Source: an optimization exercise on an open RTL-to-GDS flow (aim: small area). Production flows keep margins and buffers that such runs may drop. Only simulation tests tie the RTL to the original design; equivalence was not proved. The clock port is modelled as an ideal driver, which makes a skipped or thinned clock tree look cheaper than it is; a real chip needs a root buffer or a tree.

rev 12:
==> module micro, before the edit <==
module micro
(
    input  logic        _iClk,
    input  logic        _iReset,
    input  logic [7:0]  _iInstMemData,
    output logic [7:0]  _oInstMemAddr,
    input  logic [7:0]  _iDataMemRData,
    output logic [7:0]  _oDataMemAddr,
    output logic [7:0]  _oDataMemWData,
    output logic        _oDataMemWrite
);
    logic [3:0] cnt;
    logic [7:1] pc;
    logic [7:0] acc;
    logic       flagC, flagN, flagNZ;    
    wire        init = flagN && !flagNZ;
    logic [1:0] cls;
    logic       x;
    logic [1:0] f;
    wire        exec  = cnt[3];
    wire [2:0]  step  = cnt[2:0];
    wire        step0 = (step == 3'd0);
    wire [7:0]  k     = _iInstMemData;
    wire [7:0] op = _iInstMemData;
    wire       dinv = (op[5:3] != 3'd0) ||
                      (op[2] && (op[7:6] == 2'b00 || op[7:6] == 2'b11));
    wire [1:0] dcls = dinv ? 2'b01 : {op[7] ^ op[6], op[7]};
    wire       dx   = dinv || (op[7:6] == 2'b00 ? op[1] : op[2]);
    always_ff @(posedge _iClk) begin
        if (!exec) begin
            cls <= dcls;
            x   <= dx;
            f   <= op[1:0];
        end
    end
    wire isMem   = (cls == 2'b00);
    wire isArith = (cls == 2'b10);
    wire isLogic = (cls == 2'b11);
    wire isJump  = (cls == 2'b01);
    wire store   = isMem && f[0];
    wire load    = isMem && !f[0];
    assign _oInstMemAddr  = {pc, exec};
    assign _oDataMemAddr  = x ? acc : k;
    assign _oDataMemWData = x ? k : acc;
    assign _oDataMemWrite = exec && step0 && store;
    wire b   = x ? k[step] : _iDataMemRData[step];
    wire a   = acc[0];
    wire cin = flagC && (f[1] || !step0);
    wire sum = a ^ b ^ cin;
    wire cout = ((a ^ f[0]) & b) | ((a ^ f[0]) & cin) | (b & cin);
    logic lres;
    always_comb begin
        case (f)
            2'b00:   lres = !(a | b);
            2'b01:   lres = !(a & b);
            2'b10:   lres = a ^ b;
            default: lres = !(a ^ b);
        endcase
    end
    wire r     = isMem ? b : (isArith ? sum : lres);
    wire alu   = exec && cls[1];
    wire wrAcc = alu || (exec && load);
    logic cond;
    always_comb begin
        case (f)
            2'b00:   cond = 1'b1;
            2'b01:   cond = !flagNZ;
            2'b10:   cond = flagC;
            default: cond = flagN;
        endcase
    end
    wire taken = isJump && !x && cond;
    wire last  = (cnt == 4'hF);
    wire [6:0] pcAdd = (last && taken) ? k[7:1] : 7'd0;
    logic [7:1] pcNext;
    logic [7:1] pcC;
    always_comb begin
        pcC[1] = last;
        for (int i = 1; i < 7; i++) begin
            pcNext[i] = pc[i] ^ pcAdd[i-1] ^ pcC[i];
            pcC[i+1]  = (pc[i] & pcAdd[i-1]) | (pc[i] & pcC[i]) | (pcAdd[i-1] & pcC[i]);
        end
        pcNext[7] = pc[7] ^ pcAdd[6] ^ pcC[7];
    end
    always_ff @(posedge _iClk) begin
        acc <= {wrAcc ? r : (a && !(init && !exec)), acc[7:1]};
    end
    always_ff @(posedge _iClk, posedge _iReset) begin
        if (_iReset) begin
            cnt    <= 4'd0;
            pc     <= 7'd0;
            flagC  <= 1'b0;
            flagN  <= 1'b1;
            flagNZ <= 1'b0;
        end
        else begin
            cnt <= cnt + 4'd1;
            pc  <= pcNext;
            if (alu) begin
                flagN  <= r;
                flagNZ <= r || (flagNZ && !step0);
                flagC  <= isArith && cout;
            end
            else if (exec && init) begin
                flagN  <= 1'b0;
            end
        end
    end
endmodule
==> flow/config.mk <==
export PLATFORM = sky130hd
export DESIGN_NAME = micro
export DESIGN_NICKNAME = micro
export VERILOG_FILES = /design/flow/design.v
export SDC_FILE = /design/flow/constraint.sdc
export NUM_CORES = 4
export LEC_CHECK = 0
export CAP_MARGIN = 20
export CORE_MARGIN = 2
export CORE_UTILIZATION = 40
export CTS_BUF_LIST = sky130_fd_sc_hd__clkbuf_8
export SLEW_MARGIN = 20
==> flow/constraint.sdc <==
create_clock -name core_clock -period 10.0 [get_ports {_iClk}]
set_input_delay 2.0000 -clock core_clock [delete_from_list [all_inputs] [get_ports {_iClk}]]
set_output_delay 2.0000 -clock core_clock [all_outputs]
set_load 0.01 [all_outputs]
standard.sh (not shown) runs the stock make flow with config.mk's settings and CLKGATE_MAP_FILE= SYNTH_SCRIPT=/design/flow/synth_recipe.tcl, a recipe that flattens the netlist after the stock synthesis.
==> flow/flow/run.sh <==
#!/bin/bash
# Layout flow: the standard ORFS flow (standard.sh) with three changes.
#  1. Synthesis maps logic with an area-oriented ABC script (flow/abc_area.script)
#     instead of ORFS's delay-oriented one. Synthesis is otherwise the standard
#     script (synth_recipe.tcl), so the registers are the standard synthesis's.
#  2. The buffers global placement puts on every input and output port use the
#     smallest buffer cell.
#  3. Clock tree synthesis is replaced by one buffer that drives every flip-flop
#     clock pin (flow/cts_single.tcl).
# Each tool's output goes to a log file in this folder.
set -euo pipefail
here=$PWD
rm -rf "$here/scripts_synth"
cp -r "$FLOW_HOME/scripts" "$here/scripts_synth"
cp "$here/flow/abc_area.script" "$here/scripts_synth/abc_speed.script"
SCRIPTS_DIR="$here/scripts_synth" bash standard.sh synth > synth.log 2>&1
export BUFFER_PORTS_ARGS="-buffer_cell sky130_fd_sc_hd__buf_1"
export PRE_CTS_TCL="$here/flow/cts_single.tcl"
export CLOCK_ROOT_BUFFER=sky130_fd_sc_hd__buf_12
bash standard.sh > layout.log 2>&1
==> flow/flow/abc_area.script <==
strash
dch -f
map -a
strash
dch -f
map -a
topo
==> flow/flow/cts_single.tcl <==
# Sourced by ORFS's cts.tcl (PRE_CTS_TCL hook) before it calls clock_tree_synthesis.
# This design has few flip-flops, close together, so instead of a buffer tree one
# strong buffer, placed at the centre of the flip-flops, drives every clock pin.
proc clock_tree_synthesis { args } {
  set block [ord::get_db_block]
  set net [[$block findBTerm _iClk] getNet]
  set sx 0.0
  set sy 0.0
  set n 0
  foreach it [$net getITerms] {
    set bb [[$it getInst] getBBox]
    set sx [expr { $sx + ([$bb xMin] + [$bb xMax]) / 2.0 }]
    set sy [expr { $sy + ([$bb yMin] + [$bb yMax]) / 2.0 }]
    incr n
  }
  set dbu [$block getDbUnitsPerMicron]
  set x [expr { $sx / $n / $dbu }]
  set y [expr { $sy / $n / $dbu }]
  puts "single clock buffer for $n sinks at ($x, $y)"
  insert_buffer -buffer_cell $::env(CLOCK_ROOT_BUFFER) -net [$net getName] \
    -location [list $x $y] -buffer_name clkbuf_root -net_name clknet_root
  foreach n2 [$block getNets] {
    foreach it [$n2 getITerms] {
      if { [[$it getMTerm] getName] == "CLK" } { $n2 setSigType CLOCK; break }
    }
  }
  $net setSigType CLOCK
  set_propagated_clock [all_clocks]
}
diff inputs: rev 12 => rev 13
-- flow/design.v --
<<< rev 12, line 14
    logic [7:0] acc;
    logic       flagC, flagN, flagNZ;    
    wire        init = flagN && !flagNZ;
    logic [1:0] cls;
    logic       x;
>>> rev 13, line 14
    logic [7:0] acc;
    logic       flagC, flagN, flagNZ;    
    logic [1:0] cls;
    logic       x;
<<< rev 12, line 83
        pcNext[7] = pc[7] ^ pcAdd[6] ^ pcC[7];
    end
    always_ff @(posedge _iClk) begin
        acc <= {wrAcc ? r : (a && !(init && !exec)), acc[7:1]};
    end
    always_ff @(posedge _iClk, posedge _iReset) begin
        if (_iReset) begin
            cnt    <= 4'd0;
            pc     <= 7'd0;
            flagC  <= 1'b0;
            flagN  <= 1'b1;
            flagNZ <= 1'b0;
        end
>>> rev 13, line 82
        pcNext[7] = pc[7] ^ pcAdd[6] ^ pcC[7];
    end
    always_ff @(posedge _iClk, posedge _iReset) begin
        if (_iReset) begin
            cnt    <= 4'd0;
            pc     <= 7'd0;
            acc    <= 8'd0;
            flagC  <= 1'b0;
            flagN  <= 1'b0;
            flagNZ <= 1'b0;
        end
<<< rev 12, line 97
            cnt <= cnt + 4'd1;
            pc  <= pcNext;
            if (alu) begin
                flagN  <= r;
>>> rev 13, line 94
            cnt <= cnt + 4'd1;
            pc  <= pcNext;
            acc <= {wrAcc ? r : a, acc[7:1]};
            if (alu) begin
                flagN  <= r;
<<< rev 12, line 102
                flagC  <= isArith && cout;
            end
            else if (exec && init) begin
                flagN  <= 1'b0;
            end
        end
    end
>>> rev 13, line 100
                flagC  <= isArith && cout;
            end
        end
    end
--- outcome ---
Delta (rev 13 minus rev 12): global router's overall resource usage decreased by 1.1 points relative to the old numbers; via count higher; area used by sequential logic in the layout went up; area after synthesis higher; wire length of the first global-routing pass moved down.
Looking at core utilization, rev 13 sits above rev 12.
Comparing rev 13 and rev 12, the higher inverter count of the layout excluding clock inverters was measured on rev 12.
Rev 13 vs rev 12 — post-detailed-routing wire length dropped slightly
No run of this note takes its clock network from TritonCTS; it comes from the design's own scripts or RTL.

==> afterwards: timing with drivers on the ports <==
In the flow no input, the clock included, has a driving cell. The finished layouts below were timed again as built, in two steps. Step 1 (the two cells are an assumption about what drives the block):
set clk [get_ports {_iClk}]
set_driving_cell -lib_cell sky130_fd_sc_hd__clkbuf_16 $clk
set_driving_cell -lib_cell sky130_fd_sc_hd__buf_2 [delete_from_list [all_inputs] $clk]
Step 2 also shifts input and output timing later by t, the mid clock arrival at the registers, as if the neighbouring blocks saw the same clock. Three values: ideal ports, drivers, drivers and shift; two values: the first two.
run | t, ns | setup WS [ns] | hold WS [ns] | slew at the worst register clock pin (ns)
rev 12 | 0.174 | 5.331 / 5.337 / 5.171 | 0.378 / 0.378 / 0.378 | 0.11 / 0.11
rev 13 | 0.170 | 5.309 / 5.287 / 5.147 | 0.412 / 0.412 / 0.412 | 0.11 / 0.11
After both steps setup and hold are still met in every run listed. For rev 13, which loses most, drivers alone change the setup slack by -0.022 ns; drivers and shift together by -0.162 ns.
